From an optimization exercise on the open Yosys and OpenROAD flow, aimed at small area; shortcuts taken in it are not production practice.
RTL that was checked went through simulation tests only; none was proved equivalent to the original.
Power is estimated from default activity; no workload was simulated.

==> module VE_OUT, before the edit <==
module VE_OUT (q, t, en, bc, y);
	input  logic q, t, en, bc;
	output logic y;
	assign y = q | (t & en) | bc;
endmodule
==> module VE_Lane, before the edit <==
module VE_Lane (a, b, D, Dn, Mm1, D0, hzd, mDiv, mMul, mAdd, bc, y);
	input  logic [7:0] a;       
	input  logic [7:0] b;       
	input  logic [7:0] D;       
	input  logic [7:0] Dn;      
	input  logic [7:0] Mm1;     
	input  logic [7:0] D0;      
	input  logic [7:0] hzd;     
	input  logic mDiv, mMul, mAdd;
	input  logic [7:0] bc;      
	output logic [7:0] y;
	logic [7:0] q;
	logic [7:0] t0;
	logic [7:0] y0;
	logic ten;
	logic [7:0] r [8:1];
	assign y0 = (b & {8{mAdd}}) | (Mm1 & {8{a[0]}}) | D0;
	assign ten = mMul | mAdd;
	genvar i, j;
	for (i = 7; i >= 0; i = i - 1) begin : row
		localparam int W = 8 - i;
		localparam bit NEG = (i % 2) == 1;
		logic [W-1:0] s, yy, t;
		logic [W:0] c;
		logic xi;
		assign xi = NEG ? ~a[i] : a[i];
		if (i == 7) begin : s7
			assign s = xi;
		end else begin : sn
			assign s = {r[i+1][W-2:0], xi};
		end
		assign c[0] = NEG ? ~mDiv : mDiv;
		for (j = 0; j < W; j = j + 1) begin : bitc
			if (i == 0) assign yy[j] = y0[j];
			else if (NEG) assign yy[j] = Dn[j];
			else assign yy[j] = D[j];
			VE_FA fa (s[j], yy[j], c[j], t[j], c[j+1]);
		end
		assign q[i] = (NEG ? ~c[W] : c[W]) & hzd[i];
		if (i > 0) begin : rn
			logic sel;
			assign sel = (a[i] & mMul) | q[i];
			for (j = 0; j < W; j = j + 1) begin : mx
				VE_MXI m (s[j], t[j], sel, r[i][j]);
			end
			if (W < 8) assign r[i][7:W] = '0;
		end else begin : r0
			assign t0 = t;
		end
	end
	for (j = 0; j < 8; j = j + 1) begin : yo
		VE_OUT o (q[j], t0[j], ten, bc[j], y[j]);
	end
endmodule
==> module VectorExec, before the edit <==
module VectorExec(clk, rst, op, imm, r1e, r2e, r1v, r2v, res_e, res_v);
	input logic clk;
	input logic rst;
	input logic [3:0] op;
	input logic [7:0] imm;
	input logic [20:0] r1e;
	input logic [20:0] r2e;
	input logic [191:0] r1v;
	input logic [191:0] r2v;
	output logic [20:0] res_e;
	output logic [191:0] res_v;
	logic en, isS, isV, mBc, mMul, mAdd, mDiv, sMov, sAdd, sSub, sMul;
	assign en   = ~op[3];
	assign sMov = en & (op[2:0] == 3'b000);
	assign mBc  = en & (op[2:0] == 3'b001);
	assign sAdd = en & (op[2:0] == 3'b010);
	assign sSub = en & (op[2:0] == 3'b011);
	assign mMul = en & (op[2:0] == 3'b100);
	assign mAdd = en & (op[2:0] == 3'b101);
	assign mDiv = en & (op[2:0] == 3'b110);
	assign sMul = en & (op[2:0] == 3'b111);
	assign isS = sMov | sAdd | sSub | sMul;
	assign isV = mBc | mMul | mAdd | mDiv;
	logic [7:0] D, Mm1, D0, hzd, bc, m1;
	assign m1 = r2e[7:0] - 8'd1;
	assign Mm1 = m1 & {8{mMul}};
	assign D0 = ~r2e[7:0] & {8{mDiv}};
	assign D = Mm1 | D0;
	assign bc = r2e[7:0] & {8{mBc}};
	genvar k;
	for (k = 0; k < 8; k = k + 1) begin : shc
		assign hzd[k] = mDiv & (r2e[20:8-k] == '0);
	end
	logic [191:0] vres;
	genvar l;
	for (l = 0; l < 24; l = l + 1) begin : lane
		VE_Lane u (.a(r2v[8*l +: 8]), .b(r1v[8*l +: 8]), .D(D), .Dn(~D), .Mm1(Mm1), .D0(D0), .hzd(hzd), .bc(bc),
			.mDiv(mDiv), .mMul(mMul), .mAdd(mAdd), .y(vres[8*l +: 8]));
	end
	logic [20:0] sres;
	VE_Scalar scal (.a(r1e), .b(r2e), .imm(imm), .sMul(sMul), .sAdd(sAdd), .sSub(sSub),
		.sMov(sMov), .y(sres));
	logic [191:0] P;
	logic tE, tV;
	logic [20:0] Re;
	logic [191:0] Rv;
	logic ldE, hdE, ldV, hdV;
	assign ldE = ~rst & tE;
	assign hdE = ~rst & ~tE;
	assign ldV = ~rst & tV;
	assign hdV = ~rst & ~tV;
	logic [20:0] ReD;
	logic [191:0] RvD;
	genvar h;
	for (h = 0; h < 21; h = h + 1) begin : hE
		VE_HOLD u (P[h], Re[h], ldE, hdE, ReD[h]);
	end
	for (h = 0; h < 192; h = h + 1) begin : hV
		VE_HOLD u (P[h], Rv[h], ldV, hdV, RvD[h]);
	end
	always @(posedge clk) begin
		P <= {vres[191:21], (sres & {21{isS}}) | (vres[20:0] & {21{~isS}})};
		tE <= ~rst & isS;
		tV <= ~rst & isV;
		Re <= ReD;
		Rv <= RvD;
	end
	assign res_e = Re;
	assign res_v = Rv;
endmodule
make LEC_CHECK=0 CAP_MARGIN=20 CORE_MARGIN=2 CORE_UTILIZATION=55 PLACE_DENSITY=0.65 SLEW_MARGIN=20 SYNTH_HIERARCHICAL=1 SYNTH_MINIMUM_KEEP_SIZE=0 finish   # period 45.0 ns
run.sh (not shown) runs the stock make flow with config.mk's settings and CLKGATE_MAP_FILE= SYNTH_SCRIPT=/design/flow/synth_recipe.tcl, a recipe that flattens the netlist after the stock synthesis.
Next try:
--- a/flow/design.v
+++ b/flow/design.v
@@ -378,49 +378,42 @@
 module VE_MXI (a, b, s, y);
 	input  logic a, b, s;
 	output logic y;
 	assign y = ~(s ? b : a);
 endmodule
-module VE_OUT (q, t, en, bc, y);
-	input  logic q, t, en, bc;
-	output logic y;
-	assign y = q | (t & en) | bc;
-endmodule
-module VE_Lane (a, b, D, Dn, Mm1, D0, hzd, mDiv, mMul, mAdd, bc, y);
+module VE_Lane (a, b, D, Dn, Mm, D0, hzd, mDiv, mMul, mAdd, y);
 	input  logic [7:0] a;       
 	input  logic [7:0] b;       
 	input  logic [7:0] D;       
 	input  logic [7:0] Dn;      
-	input  logic [7:0] Mm1;     
+	input  logic [7:0] Mm;      
 	input  logic [7:0] D0;      
 	input  logic [7:0] hzd;     
 	input  logic mDiv, mMul, mAdd;
-	input  logic [7:0] bc;      
 	output logic [7:0] y;
 	logic [7:0] q;
-	logic [7:0] t0;
-	logic [7:0] y0;
-	logic ten;
+	logic [7:0] t0n;
+	logic [7:0] x, y0n;
 	logic [7:0] r [8:1];
-	assign y0 = (b & {8{mAdd}}) | (Mm1 & {8{a[0]}}) | D0;
-	assign ten = mMul | mAdd;
+	assign x = (a & {8{mDiv}}) | (b & {8{mAdd}});
+	assign y0n = ~((a & {8{mAdd}}) | (Mm & {8{a[0]}}) | D0);
 	genvar i, j;
 	for (i = 7; i >= 0; i = i - 1) begin : row
 		localparam int W = 8 - i;
-		localparam bit NEG = (i % 2) == 1;
+		localparam bit NEG = (i % 2) == 0;
 		logic [W-1:0] s, yy, t;
 		logic [W:0] c;
 		logic xi;
-		assign xi = NEG ? ~a[i] : a[i];
+		assign xi = NEG ? ~x[i] : x[i];
 		if (i == 7) begin : s7
 			assign s = xi;
 		end else begin : sn
 			assign s = {r[i+1][W-2:0], xi};
 		end
 		assign c[0] = NEG ? ~mDiv : mDiv;
 		for (j = 0; j < W; j = j + 1) begin : bitc
-			if (i == 0) assign yy[j] = y0[j];
+			if (i == 0) assign yy[j] = y0n[j];
 			else if (NEG) assign yy[j] = Dn[j];
 			else assign yy[j] = D[j];
 			VE_FA fa (s[j], yy[j], c[j], t[j], c[j+1]);
 		end
 		assign q[i] = (NEG ? ~c[W] : c[W]) & hzd[i];
@@ -430,16 +423,14 @@
 			for (j = 0; j < W; j = j + 1) begin : mx
 				VE_MXI m (s[j], t[j], sel, r[i][j]);
 			end
 			if (W < 8) assign r[i][7:W] = '0;
 		end else begin : r0
-			assign t0 = t;
+			assign t0n = t;
 		end
 	end
-	for (j = 0; j < 8; j = j + 1) begin : yo
-		VE_OUT o (q[j], t0[j], ten, bc[j], y[j]);
-	end
+	assign y = q | ~(t0n | {8{mDiv}});
 endmodule
 module VE_HOLD (p, q, ld, hd, d);
 	input  logic p, q, ld, hd;
 	output logic d;
 	assign d = (p & ld) | (q & hd);
@@ -465,24 +456,22 @@
 	assign mAdd = en & (op[2:0] == 3'b101);
 	assign mDiv = en & (op[2:0] == 3'b110);
 	assign sMul = en & (op[2:0] == 3'b111);
 	assign isS = sMov | sAdd | sSub | sMul;
 	assign isV = mBc | mMul | mAdd | mDiv;
-	logic [7:0] D, Mm1, D0, hzd, bc, m1;
-	assign m1 = r2e[7:0] - 8'd1;
-	assign Mm1 = m1 & {8{mMul}};
-	assign D0 = ~r2e[7:0] & {8{mDiv}};
-	assign D = Mm1 | D0;
-	assign bc = r2e[7:0] & {8{mBc}};
+	logic [7:0] D, Mm, D0, hzd;
 	genvar k;
 	for (k = 0; k < 8; k = k + 1) begin : shc
+		assign Mm[k] = mMul & r2e[k];
+		assign D0[k] = (mDiv & ~r2e[k]) | (mBc & r2e[k]);
+		assign D[k] = Mm[k] | D0[k];
 		assign hzd[k] = mDiv & (r2e[20:8-k] == '0);
 	end
 	logic [191:0] vres;
 	genvar l;
 	for (l = 0; l < 24; l = l + 1) begin : lane
-		VE_Lane u (.a(r2v[8*l +: 8]), .b(r1v[8*l +: 8]), .D(D), .Dn(~D), .Mm1(Mm1), .D0(D0), .hzd(hzd), .bc(bc),
+		VE_Lane u (.a(r2v[8*l +: 8]), .b(r1v[8*l +: 8]), .D(D), .Dn(~D), .Mm(Mm), .D0(D0), .hzd(hzd),
 			.mDiv(mDiv), .mMul(mMul), .mAdd(mAdd), .y(vres[8*l +: 8]));
 	end
 	logic [20:0] sres;
 	VE_Scalar scal (.a(r1e), .b(r2e), .imm(imm), .sMul(sMul), .sAdd(sAdd), .sSub(sSub),
 		.sMov(sMov), .y(sres));
=> The changed run completed without violations. Synthesized area increases slightly. Flip-flop and latch count does not change. Clock skew decreases by 0.021 ns. Setup slack got worse by 0.29 ns. Wire length decreases by a few percent. Die area increases slightly. First-iteration DRC count increases by a few percent. Worst hold slack improved by 0.034 ns. Total power decreases by a few percent. Non-clock buffer count increases by 9. Cell area stays flat. Via count increases by a few percent.
For the second run of this note, only the layout was checked, not whether the RTL still works.

## afterwards: timing with drivers on the ports
The results above use ideal ports. As a check the final layouts listed here were re-extracted and re-timed, cells and wires unchanged. Step 1 assumes that a clkbuf_16 drives the clock port and a buf_2 every other input. Step 2 adds t to the input delays and takes it off the output delays; t is the mean of the earliest and latest rising clock arrival at the registers after step 1. Input paths then give back, and output paths get back, about the clock's delay inside the block. a / b / c = no drivers / after step 1 / after step 2; a / b = the first two.
run	t (ns)	setup WS [ns]	clock arrival spread, ns	worst register clock-pin slew, ns
the first run	0.738	16.239 / 16.291 / 15.553	0.044 / 0.044	0.07 / 0.07
the second run	0.734	15.953 / 15.968 / 15.233	0.023 / 0.023	0.07 / 0.07
After both steps every run listed still meets setup and hold. The setup slack of the second run, which loses most, moves by +0.015 ns with the drivers and by -0.720 ns with both steps.
